Context: an optimization exercise on an open-source flow, tuned for small area. The choices shown serve that exercise and are no tape-out recipe. The RTL was checked by simulation tests, not by an equivalence proof against the original design.

==> v17: inputs <==
// PongWithSound
module PongWithSound(
	input Clock, Reset, rota, rotb,
	output [2:0] red,
	output [2:0] green,
	output [1:0] blue,
	output hsync, vsync
);
==> module PongWithSound, before the edit <==
module PongWithSound(
	input Clock, Reset, rota, rotb,
	output [2:0] red,
	output [2:0] green,
	output [1:0] blue,
	output hsync, vsync
);
	reg [11:0] c;
	reg [9:0]  y;
	wire [9:0] x = c[11:2];
	wire lineEnd = c[11] & c[10] & c[7];         
	wire yEnd    = y[9] & y[3];                  
	wire x0      = (x == 10'd0);
	always @(posedge Clock or posedge Reset)
		if (Reset) c <= 12'd2;
		else if (lineEnd) c <= 12'd1;
		else c <= c + 1'b1;
	always @(posedge Clock or posedge Reset)
		if (Reset) y <= 10'd0;
		else if (yEnd) y <= 10'd0;
		else if (x0 && c[1:0] == 2'd2) y <= y + 1'b1;
	assign hsync = ~(x >= 10'd665 && x <= 10'd760);
	assign vsync = ~(y[9:1] == 9'd245);          
	reg [2:0] quadAr, quadBr;
	reg [6:0] pad;
	always @(posedge Clock) begin
		quadAr <= Reset ? 3'b000 : {quadAr[1:0], rota};
		quadBr <= Reset ? 3'b000 : {quadBr[1:0], rotb};
	end
	always @(posedge Clock)
		if (Reset) pad <= 7'd0;
		else if (quadAr[2] ^ quadAr[1] ^ quadBr[2] ^ quadBr[1]) begin
			if (quadAr[2] ^ quadBr[1]) begin
				if (pad != 7'd127) pad <= pad + 1'b1;
			end
			else begin
				if (pad != 7'd0) pad <= pad - 1'b1;
			end
		end
	reg [8:0] bx;
	reg [7:0] by;
	reg ballXdir, ballYdir, bounceX, bounceY;
	reg [5:0] miss;      
	wire endOfFrame = x0 && (y == 10'd480);
	wire ballZero   = (bx == 9'd0) && (by == 8'd0);
	always @(posedge Clock)
		if (Reset) begin
			bx <= 9'd0;
			by <= 8'd0;
		end
		else if (endOfFrame) begin
			if (ballZero) begin
				bx <= 9'd240;
				by <= 8'd150;
			end
			else begin
				bx <= (ballXdir ^ bounceX) ? bx + 1'b1 : bx - 1'b1;
				by <= (ballYdir ^ bounceY) ? by + 1'b1 : by - 1'b1;
			end
		end
	wire yvis    = ~y[9] & ~(y[8] & y[7] & y[6] & y[5]);     
	wire xvis    = ~(x[9] & (x[8] | x[7]));                  
	wire visible = xvis & yvis;
	wire top     = visible & (y[9:2] == 8'd0);
	wire bottom  = visible & (y[9:2] == 8'd119);
	wire left    = visible & (x[9:2] == 8'd0);
	wire right   = visible & (x[9:2] == 8'd159);
	wire border  = left | right | top;
	wire [8:0] pd = {1'b0, x[9:2]} - {2'b00, pad};             
	wire paddle  = (y[9:3] == 7'd55) && (pd[8:5] == 4'd0) && (pd[4:0] != 5'd0)
	               && !(pd[4:0] == 5'd31 && x[1:0] != 2'd0);
	wire [9:0] bdx = {1'b0, x[9:1]} - {1'b0, bx};
	wire [9:0] bdy = {1'b0, y[9:1]} - {2'b00, by};
	wire ball    = (bdx[9:2] == 8'd0) && (bdy[9:2] == 8'd0);
	wire missing    = (miss != 6'd0);
	wire missed     = visible & missing;
	wire background = visible & ~(border | paddle | ball);
	wire checkerboard    = x[5] ^ y[5];
	assign red   = { missed | border | paddle, 2'b00 };
	assign green = { ~missed & (border | paddle | ball), 2'b00 };
	assign blue  = { ~missed & (border | ball), background & checkerboard };
	always @(posedge Clock)
		if (Reset) begin
			ballXdir <= 1'b0;
			ballYdir <= 1'b0;
			bounceX <= 1'b0;
			bounceY <= 1'b0;
			miss <= 6'd0;
		end
		else if (!endOfFrame) begin
			if (ball && (left || right))
				bounceX <= 1'b1;
			if (ball && (top || bottom || (paddle && ballYdir)))
				bounceY <= 1'b1;
			if (ball && bottom)
				miss <= 6'b000001;
		end
		else begin
			if (ballZero) begin
				ballXdir <= 1'b1;
				ballYdir <= 1'b1;
			end
			else begin
				if (bounceX) ballXdir <= ~ballXdir;
				if (bounceY) ballYdir <= ~ballYdir;
				miss <= {miss[4:0], (miss[5] ^ miss[4]) & (miss[4:0] != 5'd0)};
			end
			bounceX <= 1'b0;
			bounceY <= 1'b0;
		end
endmodule
make LEC_CHECK=0 CAP_MARGIN=20 CORE_MARGIN=2 CORE_UTILIZATION=40 SLEW_MARGIN=20 finish   # period 10.0 ns
run.sh (not shown) runs the stock make flow with config.mk's settings and CLKGATE_MAP_FILE= SYNTH_SCRIPT=/design/flow/synth_recipe.tcl, a recipe that flattens the netlist after the stock synthesis.
==> v6: changes against v17 <==
==> flow/design.v (replaced) <==
`timescale 1ns / 1ps
module PongWithSound(
	input Clock, Reset, rota, rotb,
	output [2:0] red,
	output [2:0] green,
	output [1:0] blue,
	output hsync, vsync
);
	reg [11:0] c;
	reg [9:0]  y;
	wire [9:0] x = c[11:2];
	wire lineEnd = c[11] & c[10] & c[7];         
	wire yEnd    = y[9] & y[3];                  
	wire x0      = ~|x;
	wire yInc    = x0 & c[1] & ~c[0];            
	reg [11:0] cNext;
	reg [9:0]  yNext;
	always @* begin : comb1
		reg t;
		integer i;
		t = 1'b1;
		for (i = 0; i < 12; i = i + 1) begin
			cNext[i] = c[i] ^ t;
			t = t & c[i];
		end
		if (lineEnd) begin              
			cNext[11] = 1'b0;
			cNext[10] = 1'b0;
			cNext[7]  = 1'b0;
		end
		t = yInc;
		for (i = 0; i < 10; i = i + 1) begin
			yNext[i] = y[i] ^ t;
			t = t & y[i];
		end
		if (yEnd) begin                 
			yNext[9] = 1'b0;
			yNext[3] = 1'b0;
		end
	end
	always @(posedge Clock or posedge Reset)
		if (Reset) begin
			c <= 12'd2;
			y <= 10'd0;
		end
		else begin
			c <= cNext;
			y <= yNext;
		end
	wire [7:0] xl = x[7:0];
	wire hsArea = x[9] & ~x[8] & (xl >= 8'd153) & (xl <= 8'd248);
	assign hsync = ~hsArea;
	assign vsync = ~(y[8] & y[7] & y[6] & y[5] & ~y[4] & y[3] & ~y[2] & y[1]);
	reg [2:0] quadAr, quadBr;
	reg [6:0] pad;
	always @(posedge Clock or posedge Reset)
		if (Reset) begin
			quadAr <= 3'b000;
			quadBr <= 3'b000;
		end
		else begin
			quadAr <= {quadAr[1:0], rota};
			quadBr <= {quadBr[1:0], rotb};
		end
	wire padUp = quadAr[2] ^ quadBr[1];                  
	wire padEn = padUp ^ quadAr[1] ^ quadBr[2];
	reg [6:0] padNext;
	always @* begin : padstep
		reg t;
		integer i;
		t = padEn;
		for (i = 0; i < 7; i = i + 1) t = t & (pad[i] ^ ~padUp);
		t = padEn & ~t;
		for (i = 0; i < 7; i = i + 1) begin
			padNext[i] = pad[i] ^ t;
			t = t & (pad[i] ^ ~padUp);
		end
	end
	always @(posedge Clock or posedge Reset)
		if (Reset) pad <= 7'd0;
		else pad <= padNext;
	reg [8:0] bx;
	reg [7:0] by;
	reg ballXdir, ballYdir, bounceX, bounceY;
	reg [5:0] miss;      
	wire y480       = y[8] & y[7] & y[6] & y[5] & ~|y[4:0];
	wire endOfFrame = x0 & y480;
	wire ballZero   = ~|bx & ~|by;
	wire xUp = ballXdir ^ bounceX;
	wire yUp = ballYdir ^ bounceY;
	wire ballGo   = endOfFrame & ~ballZero;
	wire ballLoad = endOfFrame & ballZero;
	localparam [8:0] LOADX = 9'd240;
	localparam [7:0] LOADY = 8'd150;
	reg [8:0] bxNext;
	reg [7:0] byNext;
	always @* begin : ballstep
		reg t;
		integer i;
		t = ballGo;
		for (i = 0; i < 9; i = i + 1) begin
			bxNext[i] = bx[i] ^ (t | (LOADX[i] & ballLoad));
			t = t & (bx[i] ^ ~xUp);
		end
		t = ballGo;
		for (i = 0; i < 8; i = i + 1) begin
			byNext[i] = by[i] ^ (t | (LOADY[i] & ballLoad));
			t = t & (by[i] ^ ~yUp);
		end
	end
	always @(posedge Clock or posedge Reset)
		if (Reset) begin
			bx <= 9'd0;
			by <= 8'd0;
		end
		else begin
			bx <= bxNext;
			by <= byNext;
		end
	wire yvis    = ~y[9] & ~(y[8] & y[7] & y[6] & y[5]);     
	wire xvis    = ~(x[9] & (x[8] | x[7]));                  
	wire visible = xvis & yvis;
	wire top     = visible & ~|y[9:2];
	wire bottom  = visible & (y[9:2] == 8'd119);
	wire left    = visible & ~|x[9:2];
	wire right   = visible & (x[9:2] == 8'd159);
	wire border  = left | right | top;
	wire [8:0] nxh = ~x[9:1];
	reg [8:0] u;
	always @* begin : padcmp
		reg t;
		integer i;
		t = 1'b0;
		for (i = 0; i < 8; i = i + 1) begin
			u[i] = (i < 7 ? pad[i] : 1'b0) ^ nxh[i+1] ^ t;
			t = ((i < 7 ? pad[i] : 1'b0) & nxh[i+1]) | (((i < 7 ? pad[i] : 1'b0) ^ nxh[i+1]) & t);
		end
		u[8] = t;
	end
	wire paddleRow = (y[9:3] == 7'd55);
	wire paddle = paddleRow & ~u[8] & u[7] & u[6] & u[5] & ~(&u[4:0])
	              & ~(~|u[4:0] & (x[1] | x[0]));
	reg [9:0] vx, vy;
	always @* begin : ballcmp
		reg t;
		integer i;
		t = 1'b0;
		for (i = 0; i < 9; i = i + 1) begin
			vx[i] = bx[i] ^ nxh[i] ^ t;
			t = (bx[i] & nxh[i]) | ((bx[i] ^ nxh[i]) & t);
		end
		vx[9] = t;
		t = 1'b0;
		for (i = 0; i < 9; i = i + 1) begin
			vy[i] = (i < 8 ? by[i] : 1'b0) ^ ~y[i+1] ^ t;
			t = ((i < 8 ? by[i] : 1'b0) & ~y[i+1]) | (((i < 8 ? by[i] : 1'b0) ^ ~y[i+1]) & t);
		end
		vy[9] = t;
	end
	wire ball = ~vx[9] & (&vx[8:2]) & ~vy[9] & (&vy[8:2]);
	wire missed     = visible & |miss;
	wire background = visible & ~(border | paddle | ball);
	wire checkerboard = x[5] ^ y[5];
	assign red   = { missed | border | paddle, 2'b00 };
	assign green = { ~missed & (border | paddle | ball), 2'b00 };
	assign blue  = { ~missed & (border | ball), background & checkerboard };
	always @(posedge Clock or posedge Reset)
		if (Reset) miss <= 6'd0;
		else if (!endOfFrame) begin
			if (ball && bottom) miss <= 6'b000001;
		end
		else if (!ballZero)
			miss <= {miss[4:0], (miss[5] ^ miss[4]) & |miss[4:0]};
	always @(posedge Clock)
		if (!endOfFrame) begin
			if (ball && (left || right))
				bounceX <= 1'b1;
			if (ball && (top || bottom || (paddle && ballYdir)))
				bounceY <= 1'b1;
		end
		else begin
			if (ballZero) begin
				ballXdir <= 1'b1;
				ballYdir <= 1'b1;
			end
			else begin
				if (bounceX) ballXdir <= ~ballXdir;
				if (bounceY) ballYdir <= ~ballYdir;
			end
			bounceX <= 1'b0;
			bounceY <= 1'b0;
		end
endmodule
==> flow/flow/run.sh (new file) <==
#!/bin/bash
# Layout flow: the standard ORFS flow (standard.sh, unchanged synthesis)
# with two changes that only affect cell area:
#  - input/output ports are buffered with buf_1 instead of the default cell,
#  - the clock tree is built from clkbuf_4 without dummy loads.
# Each step's output goes to a log file of its own in the work folder.
set -euo pipefail
export BUFFER_PORTS_ARGS="-buffer_cell sky130_fd_sc_hd__buf_1"
export CTS_ARGS="-sink_clustering_enable -repair_clock_nets -dont_use_dummy_load -buf_list sky130_fd_sc_hd__clkbuf_4"
bash standard.sh synth > synth.log 2>&1
bash standard.sh floorplan > floorplan.log 2>&1
bash standard.sh place > place.log 2>&1
bash standard.sh cts > cts.log 2>&1
bash standard.sh route > route.log 2>&1
bash standard.sh finish > finish.log 2>&1
test -f out/final.def
==> flow/standard.sh (new file) <==
#!/bin/bash
# synth_recipe.tcl (not shown) runs the flow's synth.tcl, then flattens the netlist and writes it again
# the make line also repeats each setting of config.mk as NAME=value (left out here)
make -C /OpenROAD-flow-scripts/flow DESIGN_CONFIG=/design/flow/config.mk WORK_HOME=/design/flow/orfs CLKGATE_MAP_FILE= SYNTH_SCRIPT=/design/flow/synth_recipe.tcl "${@:-finish}"
removed: flow/run.sh
==> flow_metrics.tcl <==
set metrics [dict create \
    status "finished clean" \
    ir_worst_vdd_uv 95.1 \
    dieArea_sq_um 12700 \
    final_cell_mix "60 x nor2_1, 45 x ha_1, 42 x inv_1" \
    final_nets 627 \
    wl_mm 11.2 \
    clock_latency_ns 0.35 \
    synth_flop_cell "dfxtp_1" \
    p_int_mw 0.529 \
    n_clock_buffer 11 \
]
[end of results for v17]
==> flow_metrics.tcl <==
set metrics [dict create \
    status "finished clean" \
    dieArea_sq_um 10400 \
    clock_latency_ns 0.42 \
    wl_mm 7.13 \
    p_int_mw 0.345 \
    synth_flop_cell "dfrtp_1" \
    n_clock_buffer 9 \
    final_cell_mix "57 x dfrtp_1, 25 x ha_1, 24 x inv_1" \
    final_nets 394 \
]
[end of results for v6]

what the ideal ports hide:
The flow's constraints put no driver on any port. The routed layouts listed below were extracted and timed again, unchanged, in two steps. Step 1 sets driving cells, clkbuf_16 on the clock port and buf_2 on the other inputs (assumed; they add their load-dependent delay and slew). Step 2 adds t to the input delays and takes it off the output delays; t is the mean of the earliest and latest rising clock arrival at the registers after step 1. Input paths then give back, and output paths get back, about the clock's delay inside the block. Slacks: ideal / step 1 / step 2; pairs: ideal / step 1.
run	t, ns	slack for setup (ns)	clock arrival spread, ns	slew at the worst register clock pin (ns)	pins driven straight from the clock port
v17	0.377	4.315 / 4.278 / 4.655	0.011 / 0.010	0.06 / 0.06	1
v6	0.435	2.343 / 2.314 / 2.749	0.028 / 0.028	0.11 / 0.11	1
After both steps every run listed still meets setup and hold.
